Background: an optimization exercise with open tools, aiming at small area, a short achievable clock period and few clock cycles. Do not read the settings as production practice. Only simulation tests tie the RTL to the original design; equivalence was not proved. Power figures rest on the tool's default switching activity, not on a simulated workload.

==> v17: inputs <==
==> flow/design.v (excerpt) <==
module IOTDF( clk, rst, in_en, iot_in, fn_sel, busy, valid, iot_out);
==> module IOTDF, before the edit <==
module IOTDF( clk, rst, in_en, iot_in, fn_sel, busy, valid, iot_out);
input          clk;
input          rst;
input          in_en;
input  [7:0]   iot_in;
input  [2:0]   fn_sel;
output         busy;
output         valid;
output [127:0] iot_out;
reg [2:0] fs;
always @(posedge clk) fs <= fn_sel;
wire m_max  = fs == 3'd1;
wire m_min  = fs == 3'd2;
wire m_avg  = fs == 3'd3;
wire m_ext  = fs == 3'd4;
wire m_exc  = fs == 3'd5;
wire m_pmax = fs == 3'd6;
wire m_pmin = fs == 3'd7;
wire m_ex   = m_ext | m_exc;
wire m_peak = m_pmax | m_pmin;
wire m_hi   = m_max | m_pmax;    
reg       in_v;
reg [7:0] in_b;
reg       busy_r;
always @(posedge clk or posedge rst)
	if (rst) in_v <= 1'b0;
	else     in_v <= in_en & ~busy_r;
always @(posedge clk) in_b <= iot_in;
reg  [127:0] R;
reg  [15:0]  cs;         
reg  [3:0]   off;        
reg          pb;         
reg  [2:0]   T;          
reg  [2:0]   sv;         
reg  [3:0]   bcnt;       
reg  [2:0]   dcnt;       
reg          pass;       
reg          fin;        
reg          gen;        
reg  [1:0]   st;         
reg          mark;       
reg          have_p;     
reg          ones;       
reg          valid_r;
wire step  = in_v | pass;
wire p15   = bcnt == 4'd0;
wire p0    = bcnt == 4'd15;
wire first = dcnt == 3'd0;
wire [7:0] h = R[127:120];
wire       a_clr = first & in_v;
wire [7:0] A  = a_clr ? 8'd0 : h;
wire [7:0] B  = in_v ? in_b : 8'd0;
wire       ci = ~a_clr & cs[14];
wire [8:0] v  = A + B + ci;
wire [2:0] Tn = (a_clr ? 3'd0 : T) + v[8];
wire gen_now  = v[8] & (R[7:0] == 8'hff) & (bcnt > 4'd1);
wire gen_all  = gen | gen_now;
wire       forced = m_peak ? ~have_p : first;
wire [7:0] opnd   = (m_peak & ~have_p) ? {8{m_pmin}} : h;
wire       bgt    = in_b > opnd;
wire       blt    = in_b < opnd;
wire       sgt    = st[0] | (~st[1] & bgt);
wire       slt    = st[1] | (~st[0] & blt);
wire       wr     = forced | (m_hi ? sgt : slt);
wire       upd    = m_pmax ? ~slt : slt;
wire [3:0] t = R[119:116];       
wire ones_all = ones & (in_b == 8'hff);
wire ext_ok = (t >= 4'h7) & ((t < 4'ha) | ((t == 4'ha) & ~ones_all));
wire exc_ok = (t < 4'h7) | ((t == 4'h7) & ~ones_all) | (t >= 4'hc);
wire ex_ok  = m_ext ? ext_ok : exc_ok;
wire [7:0] nh = ~step ? h :
                m_avg ? ((pass & fin) ? {p15 ? Tn : sv, v[7:3]} : v[7:0]) :
                ((m_ex | wr) ? in_b : h);
always @(posedge clk) begin
	R  <= {R[119:0], nh};
	cs <= {cs[14:0], step ? ~p15 & v[8] : cs[15]};
	sv <= v[2:0];
	if (step & p15) T <= Tn;
end
wire [6:0] cnt = {dcnt, bcnt};
wire acc      = in_en & ~busy_r;
wire acc_last = acc & m_avg & (in_v ? cnt == 7'd126 : cnt == 7'd127);
wire pb_n     = acc_last | (pb & ~(pass & fin & bcnt == 4'd14));
wire [3:0] off_n = off + {3'd0, ~acc};
wire dlast = in_v & p0;
always @(posedge clk or posedge rst) begin
	if (rst) begin
		busy_r  <= 1'b0;
		pb      <= 1'b0;
		off     <= 4'd15;
		bcnt    <= 4'd0;
		dcnt    <= 3'd0;
		pass    <= 1'b0;
		fin     <= 1'b0;
		gen     <= 1'b0;
		st      <= 2'b00;
		mark    <= 1'b0;
		have_p  <= 1'b0;
		ones    <= 1'b0;
		valid_r <= 1'b0;
	end
	else begin
		pb     <= pb_n;
		off    <= off_n;
		busy_r <= pb_n | (off_n != 4'd15);
		if (step) begin
			bcnt <= bcnt + 4'd1;
			gen  <= ~p15 & gen_all;
		end
		if (dlast) dcnt <= dcnt + 3'd1;
		if (dlast & m_avg & dcnt == 3'd7) begin
			pass <= 1'b1;
			fin  <= ~gen_all;
		end
		else if (pass & p0) begin
			pass <= ~fin;
			fin  <= ~gen_all;
		end
		if (in_v) begin
			st   <= p0 ? 2'b00 : {slt, sgt};
			ones <= p15 ? (in_b[3:0] == 4'hf) : ones_all;
		end
		if (dlast) begin
			mark   <= (~first & mark) | upd;
			have_p <= 1'b1;
		end
		valid_r <= (dlast & (m_ex ? ex_ok :
		                     (m_max | m_min) ? dcnt == 3'd7 :
		                     m_peak & (dcnt == 3'd7) & (mark | upd))) |
		           (pass & fin & p0);
	end
end
assign busy    = busy_r;
assign valid   = valid_r;
assign iot_out = R;
endmodule
Settings: LEC_CHECK=0, CAP_MARGIN=20, CORE_MARGIN=2, CORE_UTILIZATION=40, PLACE_DENSITY=0.6, SLEW_MARGIN=20; clock period 10.0 ns.
run.sh (not shown) runs the stock make flow with config.mk's settings and CLKGATE_MAP_FILE= SYNTH_SCRIPT=/design/flow/synth_recipe.tcl, a recipe that flattens the netlist after the stock synthesis.
==> inputs of v23, as changes to v17 <==
==> flow/design.v (replaced) <==
module IOTDF( clk, rst, in_en, iot_in, fn_sel, busy, valid, iot_out);
input          clk;
input          rst;
input          in_en;
input  [7:0]   iot_in;
input  [2:0]   fn_sel;
output         busy;
output         valid;
output [127:0] iot_out;
function [8:0] add8;
	input [7:0] a, b;
	input       c;
	reg   [8:0] g, p, g1, p1, g2, p2, g3;
	integer i;
	begin
		g = {a & b, c};
		p = {a ^ b, 1'b0};
		for (i = 0; i <= 8; i = i + 1) begin
			g1[i] = (i >= 1) ? g[i] | (p[i] & g[i-1]) : g[i];
			p1[i] = (i >= 1) ? p[i] & p[i-1] : p[i];
		end
		for (i = 0; i <= 8; i = i + 1) begin
			g2[i] = (i >= 2) ? g1[i] | (p1[i] & g1[i-2]) : g1[i];
			p2[i] = (i >= 2) ? p1[i] & p1[i-2] : p1[i];
		end
		for (i = 0; i <= 8; i = i + 1)
			g3[i] = (i >= 4) ? g2[i] | (p2[i] & g2[i-4]) : g2[i];
		add8 = {g3[8] | (p2[8] & p2[4] & g[0]), p[8:1] ^ g3[7:0]};
	end
endfunction
function sum_ff;
	input [7:0] a, b;
	input       c;
	begin
		sum_ff = (c == ~(a[0] ^ b[0])) &
		         (((a[6:0] & b[6:0]) ^ ~(a[7:1] ^ b[7:1])) == 7'd0);
	end
endfunction
function gt8;
	input [7:0] a, b;
	reg         e;
	integer i;
	begin
		gt8 = 1'b0;
		e   = 1'b1;
		for (i = 7; i >= 0; i = i - 1) begin
			gt8 = gt8 | (e & a[i] & ~b[i]);
			e   = e & ~(a[i] ^ b[i]);
		end
	end
endfunction
reg [2:0] fs;
always @(posedge clk) fs <= fn_sel;
wire m_avg  = fs == 3'd3;
wire m_ex   = fs == 3'd4 || fs == 3'd5;
wire m_hi   = fs == 3'd1 || fs == 3'd6;    
wire m_mm   = fs == 3'd1 || fs == 3'd2;
wire m_ext  = fs == 3'd4;
wire m_pmax = fs == 3'd6;
wire m_pmin = fs == 3'd7;
wire m_peak = m_pmax | m_pmin;
reg       in_v;
reg [7:0] in_b;
reg       busy_r;
wire      acc = in_en & ~busy_r;
always @(posedge clk or posedge rst)
	if (rst) in_v <= 1'b0;
	else     in_v <= acc;
always @(posedge clk) in_b <= iot_in & {8{acc}};    
reg  [127:0] R;
reg  [15:0]  cs;         
reg  [2:0]   X;          
reg  [2:0]   sv;         
reg  [3:0]   off;        
reg          pb;         
reg  [3:0]   bcnt;       
reg  [2:0]   dcnt;       
reg          first;      
reg          clr;        
reg          pass;       
reg          fin;        
reg          pend;       
reg  [1:0]   st;         
reg          mark;       
reg          vc;         
reg          ones;       
reg          valid_r;
wire step = in_v | pass;
wire pf   = bcnt == 4'd0;
wire pl   = bcnt == 4'd15;
wire [7:0] h = R[127:120];
wire [3:0] xs  = {1'b0, X & {3{~clr}}} + {1'b0, in_b[2:0]};
wire       ci  = step & (pl ? xs[3] : cs[14]);
wire [7:0] B   = {sv & {3{in_v & ~pf}}, in_b[7:3]};
wire [8:0] vs  = add8(h, B, ci);
wire [8:0] v   = clr ? {1'b0, B} : vs;
wire       c1  = m_avg & step & v[8];          
wire [8:0] r0p;                                 
genvar gi;
assign r0p[0] = 1'b1;
generate for (gi = 0; gi < 8; gi = gi + 1) begin : inc
	assign r0p[gi + 1] = r0p[gi] & R[gi];
end endgenerate
wire [7:0] r0i = R[7:0] ^ ({8{c1}} & r0p[7:0]);
wire       ovf = c1 & r0p[8];
wire       pend_c = (step ? ~pf & pend : pend) | ovf;
wire       pred = pend_c | (~pass & (clr ? B == 8'hff : sum_ff(h, B, ci)));
wire       forced = vc | (~m_peak & first);
wire       bgt_h  = gt8(in_b, h);
wire       bgt    = vc ? ~m_pmin & (in_b != 8'h00) : bgt_h;
wire       blt    = vc ? m_pmin & (in_b != 8'hff) : ~bgt_h & (in_b != h);
wire       sgt    = st[0] | (~st[1] & bgt);
wire       slt    = st[1] | (~st[0] & blt);
wire       wr     = m_ex | forced | (m_hi ? sgt : slt);
wire       upd    = m_pmax ? ~slt : slt;
wire [3:0] t = R[119:116];       
wire ones_all = ones & (in_b == 8'hff);
wire ext_ok = (t >= 4'h7) & ((t < 4'ha) | ((t == 4'ha) & ~ones_all));
wire exc_ok = (t < 4'h7) | ((t == 4'h7) & ~ones_all) | (t >= 4'hc);
wire ex_ok  = m_ext ? ext_ok : exc_ok;
wire [7:0] nh = m_avg ? v[7:0] : ((in_v & wr) ? in_b : h);
always @(posedge clk) begin
	R  <= {R[119:8], r0i, nh};
	cs <= {cs[14:1], cs[0] | ovf, ~step & cs[15]};
	if (in_v) sv <= in_b[2:0];
	if (in_v & pl) X <= xs[2:0];
end
wire [6:0] cnt = {dcnt, bcnt};
wire acc_last = acc & m_avg & (in_v ? cnt == 7'd126 : cnt == 7'd127);
wire last_pass = pass & bcnt == 4'd14 & ~pred;
wire pb_n     = (acc_last & pred) | (pb & ~last_pass);
wire [3:0] off_n = off + {3'd0, ~acc};
wire dlast = in_v & pl;
always @(posedge clk or posedge rst) begin
	if (rst) begin
		busy_r  <= 1'b0;
		pb      <= 1'b0;
		off     <= 4'd15;
		bcnt    <= 4'd0;
		dcnt    <= 3'd0;
		first   <= 1'b1;
		clr     <= 1'b0;
		pass    <= 1'b0;
		fin     <= 1'b0;
		pend    <= 1'b0;
		st      <= 2'b00;
		mark    <= 1'b0;
		vc      <= 1'b1;
		ones    <= 1'b0;
		valid_r <= 1'b0;
	end
	else begin
		pb     <= pb_n;
		off    <= off_n;
		busy_r <= pb_n | (off_n != 4'd15);
		if (step) begin
			bcnt <= bcnt + 4'd1;
			pend <= pend_c;
		end
		if (dlast) begin
			dcnt  <= dcnt + 3'd1;
			first <= dcnt == 3'd7;
		end
		clr <= acc & (dlast ? dcnt == 3'd7 : first);
		if (dlast & m_avg & dcnt == 3'd7) pass <= pb;
		else if (pass & pl) pass <= ~fin;
		if (step & bcnt == 4'd14) fin <= pass & ~pred;
		if (in_v) begin
			st   <= pl ? 2'b00 : {slt, sgt};
			ones <= pf ? (in_b[3:0] == 4'hf) : ones_all;
		end
		if (dlast) begin
			mark   <= (~first & mark) | upd;
		end
		vc      <= vc & m_peak & ~dlast;
		valid_r <= (dlast & (m_ex ? ex_ok :
		                     m_mm ? dcnt == 3'd7 :
		                     m_avg ? (dcnt == 3'd7) & ~pb :
		                     m_peak & (dcnt == 3'd7) & (mark | upd))) |
		           (pass & fin & pl);
	end
end
assign busy    = busy_r;
assign valid   = valid_r;
assign iot_out = R;
endmodule
==> flow/flow/run.sh (new file) <==
#!/bin/bash
# The standard layout (standard.sh: the standard flow's synthesis and ORFS flow, unchanged), with two
# make settings added:
#  - the port buffers are sky130_fd_sc_hd__buf_1 cells (buffer_ports' default pick here
#    is a slower, larger delay buffer);
#  - timing repair aims for 7 ns of setup slack, so that it sizes the design for the
#    shortest period it can reach, not only for the 10 ns clock.
# The full make output goes to flow_make.log in this folder.
set -euo pipefail
bash standard.sh "BUFFER_PORTS_ARGS=-buffer_cell sky130_fd_sc_hd__buf_1" \
  SETUP_SLACK_MARGIN=7 finish > flow_make.log 2>&1
==> flow/standard.sh (new file) <==
#!/bin/bash
# synth_recipe.tcl (not shown) runs the flow's synth.tcl, then flattens the netlist and writes it again
# the make line also repeats each setting of config.mk as NAME=value (left out here)
make -C /OpenROAD-flow-scripts/flow DESIGN_CONFIG=/design/flow/config.mk WORK_HOME=/design/flow/orfs CLKGATE_MAP_FILE= SYNTH_SCRIPT=/design/flow/synth_recipe.tcl "${@:-finish}"
CORE_UTILIZATION = 50   (was 40)
removed: flow/run.sh
==> run summary <==
item                                                                                           v17                      v23
Status                                                                     complete, no violations  complete, no violations
Register-to-Register Path Depth                                                                 18                       14
Number of search-and-repair iterations in the first detailed-routing pass                        4                        5
First-pass GRT wire length                                                               19,300 um                19,800 um
Hold slack                                                                                0.328 ns                 0.328 ns
Power Dens Cells                                                                        310 nW/um2               258 nW/um2
Post-route insts no fill                                                                       787                      799
Nets in the synthesized netlist                                                                481                      528
CP peak stage delay                                                                        0.48 ns                  0.38 ns
Non-clock buffer area fraction after layout                                                  18.3%                    8.32%
Instance count of the mapped netlist                                                           439                      485
Unrepaired setup endpoints after global routing                                                 no                      yes
Register-to-register setup slack                                                           5.45 ns                  7.09 ns
Routed wire per std cell                                                                   15.8 um                  15.7 um
Clk. pwr                                                                                    699 uW                   700 uW
CP Class                                                                              flop to flop   flop to primary output
Synthesized area per cell                                                                 12.7 um2                 12.4 um2
Met2 layer wire length in the routed design                                                5570 um                  5950 um
Testbench counts of v17, summed over its fixed seeds: cycles 87,649.
Testbench counts of v23, summed over its fixed seeds: cycles 86,129.

-- what the ideal ports hide --
The results above use ideal ports. As a check the final layouts listed here were re-extracted and re-timed, cells and wires unchanged. Step 1: set_driving_cell puts a clkbuf_16 on clk and a buf_2 on each other input, an assumption about the parent block. Step 2 moves the port delays by t, midway between the first and last clock arrival at a register: inputs arrive t later, outputs are due t later. That takes back most of the time a late clock gives input paths. Three values: ideal ports, drivers, drivers and shift; two values: the first two.
| run | t (ns) | setup slack, ns | worst setup path after step 2 | pins driven straight from the clock port |
|---|---|---|---|---|
| v17 | 0.460 | 5.453 / 5.453 / 5.453 | register to register | 1 |
| v23 | 0.463 | 7.035 / 6.993 / 6.799 | input to register | 1 |
After both steps setup and hold are still met in every run listed. For v23, which loses most, drivers alone change the setup slack by -0.042 ns; drivers and shift together by -0.236 ns.
